From an optimization exercise on the open Yosys and OpenROAD flow, aimed at small area and a short achievable clock period; shortcuts taken in it are not production practice. The RTL was checked by simulation tests, not by an equivalence proof against the original design.

// ROTATING_VECTORING
module ROTATING_VECTORING(clk,xi,yi,xf,yf);
 input clk;
 input [15:0] xi,yi;
 output [15:0] xf,yf;
  reg [15:0] a0, b0, c0;    
  reg        n0;            
  wire [15:0] a0n, b0n, c0n;
  addc0 u_a0(.a(xi), .b(~yi), .ci(1'b1), .s(a0n));
  addc0 u_b0(.a(xi), .b(yi),  .ci(1'b0), .s(b0n));
  addc0 u_c0(.a(yi), .b(~xi), .ci(1'b1), .s(c0n));
  always @(posedge clk) begin
    a0 <= a0n; b0 <= b0n; c0 <= c0n; n0 <= yi[15];
  end
  wire [15:0] vx0 = n0 ? a0 : b0;
  wire [15:0] vy0 = n0 ? b0 : c0;
  reg [15:0] vx1r, vy1r;
  wire [15:0] vx1n_op = {{1{vy0[15]}}, vy0[15:1]} ^ {16{~(~vy0[15])}};
  wire [15:0] vy1n_op = {{1{vx0[15]}}, vx0[15:1]} ^ {16{~vy0[15]}};
  wire vx1n_ci = (vy0[15] & (|vy0[0:0])) ^ ~(~vy0[15]);
  wire vy1n_ci = (vx0[15] & (|vx0[0:0])) ^ (~vy0[15]);
  wire [15:0] vx1n_a = vx0;
  wire [15:0] vx1n_b = vx1n_op;
  wire [16:0] vx1n_g0 = {vx1n_a & vx1n_b, vx1n_ci};
  wire [16:0] vx1n_p0 = {vx1n_a ^ vx1n_b, 1'b0};
  wire [16:0] vx1n_g1, vx1n_p1;
  assign vx1n_g1[0] = vx1n_g0[0];
  assign vx1n_p1[0] = vx1n_p0[0];
  assign vx1n_g1[1] = vx1n_g0[1] | (vx1n_p0[1] & vx1n_g0[0]);
  assign vx1n_p1[1] = vx1n_p0[1] & vx1n_p0[0];
  assign vx1n_g1[2] = vx1n_g0[2];
  assign vx1n_p1[2] = vx1n_p0[2];
  assign vx1n_g1[3] = vx1n_g0[3] | (vx1n_p0[3] & vx1n_g0[2]);
  assign vx1n_p1[3] = vx1n_p0[3] & vx1n_p0[2];
  assign vx1n_g1[4] = vx1n_g0[4];
  assign vx1n_p1[4] = vx1n_p0[4];
  assign vx1n_g1[5] = vx1n_g0[5] | (vx1n_p0[5] & vx1n_g0[4]);
  assign vx1n_p1[5] = vx1n_p0[5] & vx1n_p0[4];
  assign vx1n_g1[6] = vx1n_g0[6];
  assign vx1n_p1[6] = vx1n_p0[6];
  assign vx1n_g1[7] = vx1n_g0[7] | (vx1n_p0[7] & vx1n_g0[6]);
  assign vx1n_p1[7] = vx1n_p0[7] & vx1n_p0[6];
  assign vx1n_g1[8] = vx1n_g0[8];
  assign vx1n_p1[8] = vx1n_p0[8];
  ...
export LEC_CHECK = 0
export CAP_MARGIN = 20
export CORE_MARGIN = 2
export CORE_UTILIZATION = 40
export SLEW_MARGIN = 20
export SYNTH_HIERARCHICAL = 1
create_clock -name core_clock -period 12.0 [get_ports {clk}]
standard.sh (not shown) runs the stock make flow with config.mk's settings and CLKGATE_MAP_FILE= SYNTH_SCRIPT=/design/flow/synth_recipe.tcl, a recipe that flattens the netlist after the stock synthesis.
==> flow/flow/run.sh <==
#!/bin/bash
# Own layout flow: the standard ORFS flow, with timing repair aimed at a
# slack margin below the clock period and stronger port buffers.
set -euo pipefail
export SETUP_SLACK_MARGIN=8.4
export BUFFER_PORTS_ARGS="-buffer_cell sky130_fd_sc_hd__buf_2"
bash standard.sh > standard_flow.log 2>&1
Change:
--- a/flow/flow/run.sh
+++ b/flow/flow/run.sh
@@ -6,2 +6,3 @@
 export BUFFER_PORTS_ARGS="-buffer_cell sky130_fd_sc_hd__buf_2"
+export CTS_ARGS="-sink_clustering_enable -repair_clock_nets -dont_use_dummy_load -buf_list {sky130_fd_sc_hd__clkbuf_4 sky130_fd_sc_hd__clkbuf_8}"
 bash standard.sh > standard_flow.log 2>&1
The new run finished clean; design area came out lower by about 2.2%; worst hold slack loses 0.0038 ns.

========
ROTATING_VECTORING, a different RTL version from the one above (not shown whole).
Size in the first run: about 3700 cells after synthesis, roughly 500 flip-flops, about 65 I/O pins, about 35000 µm² of cells after synthesis.
Settings: LEC_CHECK=0, CAP_MARGIN=20, CORE_MARGIN=2, CORE_UTILIZATION=40, SLEW_MARGIN=20, SYNTH_HIERARCHICAL=1; clock period 12.0 ns.
==> flow/flow/run.sh <==
#!/bin/bash
# Own layout flow: the standard ORFS flow, with timing repair aimed at a
# slack margin below the clock period and stronger port buffers.
set -euo pipefail
export SETUP_SLACK_MARGIN=8.6
export BUFFER_PORTS_ARGS="-buffer_cell sky130_fd_sc_hd__buf_2"
export CTS_ARGS="-sink_clustering_enable -repair_clock_nets -dont_use_dummy_load -buf_list {sky130_fd_sc_hd__clkbuf_4 sky130_fd_sc_hd__clkbuf_8}"
bash standard.sh > standard_flow.log 2>&1
The starting point went through all stages and came out clean.
Rerun with:
==> flow/flow/run.sh (replaced) <==
#!/bin/bash
# Own layout flow: the standard ORFS flow, with timing repair aimed at a
# slack margin below the clock period and stronger port buffers.
set -euo pipefail
export SETUP_SLACK_MARGIN=8.6
export BUFFER_PORTS_ARGS="-buffer_cell sky130_fd_sc_hd__buf_2"
export CTS_ARGS="-sink_clustering_enable -repair_clock_nets -dont_use_dummy_load -root_buf sky130_fd_sc_hd__clkbuf_16 -sink_clustering_size 12 -sink_clustering_max_diameter 50 -buf_list {sky130_fd_sc_hd__clkbuf_4 sky130_fd_sc_hd__clkbuf_8}"
bash standard.sh > standard_flow.log 2>&1
Setup slack got worse by 35 ps.
Sequential share of layout area hardly moves.
Global-route usage decreases by 0.15 points.
Sequential cell count stays the same.
Via count stays flat.
Design area hardly moves.
Rerun with:
==> flow/flow/run.sh (replaced) <==
#!/bin/bash
# Own layout flow: the standard ORFS flow, with timing repair aimed at a
# slack margin below the clock period and stronger port buffers.
set -euo pipefail
export SETUP_SLACK_MARGIN=8.6
export BUFFER_PORTS_ARGS="-buffer_cell sky130_fd_sc_hd__buf_2"
export CTS_ARGS="-sink_clustering_enable -repair_clock_nets -dont_use_dummy_load -buf_list {sky130_fd_sc_hd__clkbuf_4 sky130_fd_sc_hd__clkbuf_8}"
bash standard.sh > standard_flow.log 2>&1
CORE_UTILIZATION = 50   (was 40)
Clock skew falls by 22 ps.
Via count drops by 0.59%.
Worst hold slack is better by 16 ps.
Wire length shrinks by 0.58%.
Utilization goes up by 11 points.
Setup slack improved by 26 ps.
Sequential cell count is unchanged.
Fmax goes up by 0.75%.
Count of clock-buffer cells in the layout goes up by 19.
Rerun with:
==> flow/flow/run.sh (replaced) <==
#!/bin/bash
# Own layout flow: the standard ORFS flow, with timing repair aimed at a
# slack margin below the clock period and stronger port buffers.
set -euo pipefail
export SETUP_SLACK_MARGIN=8.4
export BUFFER_PORTS_ARGS="-buffer_cell sky130_fd_sc_hd__buf_2"
export CTS_ARGS="-sink_clustering_enable -repair_clock_nets -dont_use_dummy_load -sink_clustering_size 12 -sink_clustering_max_diameter 50 -buf_list {sky130_fd_sc_hd__clkbuf_4 sky130_fd_sc_hd__clkbuf_8}"
bash standard.sh > standard_flow.log 2>&1
CORE_UTILIZATION = 40   (was 50)
Routed wire length falls by 1.1%.
Flip-flop and latch count does not change.
Area after synthesis stays the same.
Worst hold slack degrades by 15 ps.
Rerun with:
--- a/flow/flow/run.sh
+++ b/flow/flow/run.sh
@@ -3,5 +3,5 @@
 # slack margin below the clock period and stronger port buffers.
 set -euo pipefail
-export SETUP_SLACK_MARGIN=8.4
+export SETUP_SLACK_MARGIN=8.6
 export BUFFER_PORTS_ARGS="-buffer_cell sky130_fd_sc_hd__buf_2"
 export CTS_ARGS="-sink_clustering_enable -repair_clock_nets -dont_use_dummy_load -sink_clustering_size 12 -sink_clustering_max_diameter 50 -buf_list {sky130_fd_sc_hd__clkbuf_4 sky130_fd_sc_hd__clkbuf_8}"
Outcome: The changed run ran to the end with no violations; routed wire length grows by 0.44%; via count grows by 1.1%; die area stays the same; core utilization grows by 0.71 points; hold slack barely changes; cell area grows by 1.6%; first-iteration DRC count shrinks by 5.1%.

========
## job 2023
Another version of the RTL of ROTATING_VECTORING (not shown whole).
Size in the first run: about 3,800 cells after synthesis, about 490 flip-flops, about 65 I/O pins, about 35,000 µm² of cells after synthesis.
## ROTATING_VECTORING
module ROTATING_VECTORING(clk,xi,yi,xf,yf);
 input clk;
 input [15:0] xi,yi;
 output [15:0] xf,yf;
  reg [15:0] a0, b0, d0;    
  reg        n0;            
  wire [15:0] a0n, b0n, d0n;
  addc0 u_b0(.a(xi), .b(yi), .ci(1'b0), .s(b0n));
  sub01 u_a0(.a(xi), .b(yi), .s0(d0n), .s1(a0n));
  always @(posedge clk) begin
    a0 <= a0n; b0 <= b0n; d0 <= d0n; n0 <= yi[15];
  end
  wire [15:0] c0 = ~d0;     
  wire [15:0] vx0 = n0 ? a0 : b0;
  wire [15:0] vy0 = n0 ? b0 : c0;
  reg [15:0] vx1r, vy1r;
  wire [15:0] vx1n_op = {{1{vy0[15]}}, vy0[15:1]} ^ {16{~(~vy0[15])}};
  wire [15:0] vy1n_op = {{1{vx0[15]}}, vx0[15:1]} ^ {16{~vy0[15]}};
  wire vx1n_ci = (vy0[15] & (|vy0[0:0])) ^ ~(~vy0[15]);
  wire vy1n_ci = (vx0[15] & (|vx0[0:0])) ^ (~vy0[15]);
  wire [15:0] vx1n_a = vx0;
  wire [15:0] vx1n_b = vx1n_op;
  wire [16:0] vx1n_g0 = {vx1n_a & vx1n_b, vx1n_ci};
  wire [16:0] vx1n_p0 = {vx1n_a ^ vx1n_b, 1'b0};
  wire [16:0] vx1n_g1, vx1n_p1;
  assign vx1n_g1[0] = vx1n_g0[0];
  assign vx1n_p1[0] = vx1n_p0[0];
  assign vx1n_g1[1] = vx1n_g0[1] | (vx1n_p0[1] & vx1n_g0[0]);
  assign vx1n_p1[1] = vx1n_p0[1] & vx1n_p0[0];
  assign vx1n_g1[2] = vx1n_g0[2];
  assign vx1n_p1[2] = vx1n_p0[2];
  assign vx1n_g1[3] = vx1n_g0[3] | (vx1n_p0[3] & vx1n_g0[2]);
  assign vx1n_p1[3] = vx1n_p0[3] & vx1n_p0[2];
  assign vx1n_g1[4] = vx1n_g0[4];
  assign vx1n_p1[4] = vx1n_p0[4];
  assign vx1n_g1[5] = vx1n_g0[5] | (vx1n_p0[5] & vx1n_g0[4]);
  assign vx1n_p1[5] = vx1n_p0[5] & vx1n_p0[4];
  ...
==> flow/config.mk <==
export PLATFORM = sky130hd
export DESIGN_NAME = ROTATING_VECTORING
export DESIGN_NICKNAME = ROTATING_VECTORING
export VERILOG_FILES = /design/flow/design.v
export SDC_FILE = /design/flow/constraint.sdc
export NUM_CORES = 4
export LEC_CHECK = 0
export CAP_MARGIN = 20
export CORE_MARGIN = 2
export CORE_UTILIZATION = 40
export PLACE_DENSITY = 0.75
export SLEW_MARGIN = 20
export SYNTH_HIERARCHICAL = 1
==> flow/constraint.sdc <==
create_clock -name core_clock -period 12.0 [get_ports {clk}]
set_input_delay 2.4000 -clock core_clock [delete_from_list [all_inputs] [get_ports {clk}]]
set_output_delay 2.4000 -clock core_clock [all_outputs]
set_load 0.01 [all_outputs]
==> flow/flow/run.sh <==
#!/bin/bash
# Own layout flow: the standard ORFS flow, with timing repair aimed at a
# slack margin below the clock period and stronger port buffers.
set -euo pipefail
export SETUP_SLACK_MARGIN=8.6
export BUFFER_PORTS_ARGS="-buffer_cell sky130_fd_sc_hd__buf_2"
export CTS_ARGS="-sink_clustering_enable -repair_clock_nets -dont_use_dummy_load -sink_clustering_size 12 -sink_clustering_max_diameter 50 -buf_list {sky130_fd_sc_hd__clkbuf_4 sky130_fd_sc_hd__clkbuf_8}"
bash standard.sh > standard_flow.log 2>&1
In summary, job 2023 completed successfully, with a layout that passed the timing, design-rule and antenna checks.
Input changes introduced in job 4684 (baseline for comparison: job 2023):
- swapping 0.75 for 0.9 in PLACE_DENSITY
==> comparison <==
A beginning of the critical path of ry7r[0]$_DFF_P_ is what job 4684 shows, while ry7r[8]$_DFF_P_ belongs to job 2023. Comparing wire length of the first global-routing pass for job 2023 and job 4684, the smaller number came from job 2023. Final number of setup-violating endpoints: job 4684 vs job 2023 identical. Job 2023 → job 4684: arrival time at the worst endpoint now sits higher; clock-cell share of area now sits at about the same level. Reported for job 2023 and job 4684, starting density of the core turned out identical to the last digit. Of job 2023 and job 4684, job 4684 shows the higher total global routing track utilization, with job 2023 below it.
Inputs modified between job 4684 and job 7646:
- a change of CORE_UTILIZATION from 40 to 50
- a change of PLACE_DENSITY from 0.9 to 0.85
==> flow/flow/run.sh <==
#!/bin/bash
# Own layout flow: the standard ORFS flow (standard.sh, unchanged synthesis),
# with these changes to how the layout is made:
#  - every port still gets a buffer, a buf_2 instead of the default delay buffer;
#  - clock tree: no dummy loads, clusters of up to 12 flip-flops, a clkbuf_16 root
#    and clkbuf_4/8 elsewhere (one balanced tree for all registers).
# The make output goes to standard_flow.log, each tool's log to orfs/logs/.
set -euo pipefail
export SETUP_SLACK_MARGIN=8.6
export BUFFER_PORTS_ARGS="-buffer_cell sky130_fd_sc_hd__buf_2"
export CTS_ARGS="-sink_clustering_enable -repair_clock_nets -dont_use_dummy_load -root_buf sky130_fd_sc_hd__clkbuf_16 -sink_clustering_size 12 -sink_clustering_max_diameter 50 -buf_list {sky130_fd_sc_hd__clkbuf_4 sky130_fd_sc_hd__clkbuf_8}"
bash standard.sh > standard_flow.log 2>&1
### Flow results
- Job 7646: full flow OK, the timing, design-rule and antenna checks passed
- Any difference in portion of the layout cell area used by non-clock buffers between job 7646 and job 4684 is small enough to ignore.
- Final non-filler cell area: job 7646 < job 4684
- The setup slack of job 7646 is larger than that of job 4684.
- For job 7646, the end point of the critical path was b0[9]$_DFF_P_, unlike job 4684, where it was yf[0].
- Placer's final routability congestion estimate: job 7646 higher than job 4684
- Filler cell count in the final layout of job 7646 falls short of that of job 4684 by more than 10%.
- Job 7646 against job 4684; global-route wire length before repair is down by a few percent.
- In job 7646, the cell count after placement came out 4.5% below the value in job 4684.
- [job 7646] total of clock buffers placed in the layout fell 3 relative to job 4684
Input changes introduced in job 3303 (baseline for comparison: job 7646):
- a change of PLACE_DENSITY from 0.85 to 0.75
- a change of CORE_UTILIZATION from 50 to 60
Notes after the runs:
- Die area | job 3303 < job 7646
- Synthesized cell count: job 3303 vs job 7646 identical
- Diff job 7646 -> job 3303: area overhead of the layout relative to synthesis has decreased; area of the core has decreased.
- Looking at the reports, job 3303 completed the entire flow and the layout it produced met the timing, design-rule and antenna checks.
- Going from job 7646 to job 3303, worst path required time has remained practically unchanged, design area held steady.
- For the via count of the first global-routing pass, job 3303 came in 1,187 lower than job 7646 did.

========
ROTATING_VECTORING again, from the RTL that the note above started with.
clock: 12.0 ns
lec_check: 0
cap_margin: 20
core_margin: 2
core_utilization: 40
place_density: 0.75
slew_margin: 20
synth_hierarchical: 1
==> flow/flow/run.sh <==
#!/bin/bash
# Own layout flow: the standard ORFS flow, with timing repair aimed at a
# slack margin below the clock period and stronger port buffers.
set -euo pipefail
export SETUP_SLACK_MARGIN=8.5
export BUFFER_PORTS_ARGS="-buffer_cell sky130_fd_sc_hd__buf_2"
export CTS_ARGS="-sink_clustering_enable -repair_clock_nets -dont_use_dummy_load -root_buf sky130_fd_sc_hd__clkbuf_16 -sink_clustering_size 12 -sink_clustering_max_diameter 50 -buf_list {sky130_fd_sc_hd__clkbuf_4 sky130_fd_sc_hd__clkbuf_8}"
bash standard.sh > standard_flow.log 2>&1
Then changed:
==> flow/flow/run.sh (replaced) <==
#!/bin/bash
# Own layout flow: the standard ORFS flow, with timing repair aimed at a
# slack margin below the clock period and stronger port buffers.
set -euo pipefail
export SETUP_SLACK_MARGIN=8.8
export BUFFER_PORTS_ARGS="-buffer_cell sky130_fd_sc_hd__buf_2"
export CTS_ARGS="-sink_clustering_enable -repair_clock_nets -dont_use_dummy_load -sink_clustering_size 12 -sink_clustering_max_diameter 50 -buf_list {sky130_fd_sc_hd__clkbuf_4 sky130_fd_sc_hd__clkbuf_8}"
bash standard.sh > standard_flow.log 2>&1
--- a/flow/config.mk
+++ b/flow/config.mk
@@ -11 +10,0 @@
-export PLACE_DENSITY = 0.75
=> Non-clock buffer count rises by 81. Synthesized area is unchanged. Setup slack degrades by 36 ps.
Then changed:
==> flow/flow/run.sh (replaced) <==
#!/bin/bash
# Own layout flow: the standard ORFS flow (standard.sh, unchanged synthesis),
# with these changes to how the layout is made:
#  - every port still gets a buffer, a buf_2 instead of the default delay buffer;
#  - clock tree: no dummy loads, clusters of up to 12 flip-flops, a clkbuf_16 root
#    and clkbuf_4/8 elsewhere (one balanced tree for all registers).
# The make output goes to standard_flow.log, each tool's log to orfs/logs/.
set -euo pipefail
export SETUP_SLACK_MARGIN=8.6
export BUFFER_PORTS_ARGS="-buffer_cell sky130_fd_sc_hd__buf_2"
export CTS_ARGS="-sink_clustering_enable -repair_clock_nets -dont_use_dummy_load -root_buf sky130_fd_sc_hd__clkbuf_16 -sink_clustering_size 12 -sink_clustering_max_diameter 50 -buf_list {sky130_fd_sc_hd__clkbuf_4 sky130_fd_sc_hd__clkbuf_8}"
bash standard.sh > standard_flow.log 2>&1
--- a/flow/config.mk
+++ b/flow/config.mk
@@ -10 +10,2 @@
-export CORE_UTILIZATION = 40
+export CORE_UTILIZATION = 50
+export PLACE_DENSITY = 0.75
Outcome: The new run finished with timing, DRC and antenna clean. Design area is lower by a few percent. Routed wire length is lower by a little under a tenth. Setup slack gains 98 ps. Global-route usage climbs by 2.7 points. Synthesized cell count does not change. Critical path depth stays the same.
Then changed:
--- a/flow/config.mk
+++ b/flow/config.mk
@@ -10 +10 @@
-export CORE_UTILIZATION = 50
+export CORE_UTILIZATION = 33
=>
- The changed run completed without violations
- final cell count rises by 9.9%
- design area climbs by 2.4%
- die area came out higher by 51%

## separate check: timing with driven ports
The results above use ideal ports. As a check the final layouts listed here were re-extracted and re-timed, cells and wires unchanged.
Step 1 (the two cells are an assumption about what drives the block):
set clk [get_ports {clk}]
set_driving_cell -lib_cell sky130_fd_sc_hd__clkbuf_16 $clk
set_driving_cell -lib_cell sky130_fd_sc_hd__buf_2 [delete_from_list [all_inputs] $clk]
Step 2, shift: input delay + t, output delay - t, t = (earliest + latest rising clock arrival at the registers) / 2. This alone moves slack from input paths to output paths.
Slacks: ideal / step 1 / step 2; pairs: ideal / step 1.
run | t, ns | slack for setup (ns) | clock arrival spread, ns
the first run of note 1 | 0.710 | 8.483 / 8.438 / 7.818 | 0.036 / 0.035
the second run of note 1 | 0.706 | 8.492 / 8.430 / 7.839 | 0.081 / 0.081
the first run of note 2 | 0.715 | 8.518 / 8.455 / 7.905 | 0.125 / 0.126
the second run of note 2 | 0.616 | 8.483 / 8.503 / 7.887 | 0.105 / 0.104
the third run of note 2 | 0.697 | 8.509 / 8.455 / 7.859 | 0.066 / 0.066
the fourth run of note 2 | 0.678 | 8.461 / 8.429 / 7.825 | 0.114 / 0.114
the fifth run of note 2 | 0.689 | 8.517 / 8.452 / 7.920 | 0.151 / 0.152
job 2023 | 0.694 | 8.497 / 8.438 / 7.995 | 0.095 / 0.094
job 4684 | 0.706 | 8.467 / 8.404 / 7.952 | 0.136 / 0.136
job 7646 | 0.603 | 8.535 / 8.527 / 7.973 | 0.061 / 0.062
job 3303 | 0.612 | 8.596 / 8.539 / 8.009 | 0.040 / 0.040
the first run of note 4 | 0.615 | 8.559 / 8.496 / 7.989 | 0.066 / 0.066
the second run of note 4 | 0.684 | 8.522 / 8.462 / 8.006 | 0.101 / 0.101
the third run of note 4 | 0.596 | 8.621 / 8.562 / 8.072 | 0.064 / 0.064
the fourth run of note 4 | 0.605 | 8.543 / 8.518 / 7.964 | 0.087 / 0.086
After both steps every run listed still meets setup and hold. The setup slack of the first run of note 1, which loses most, moves by -0.045 ns with the drivers and by -0.665 ns with both steps.
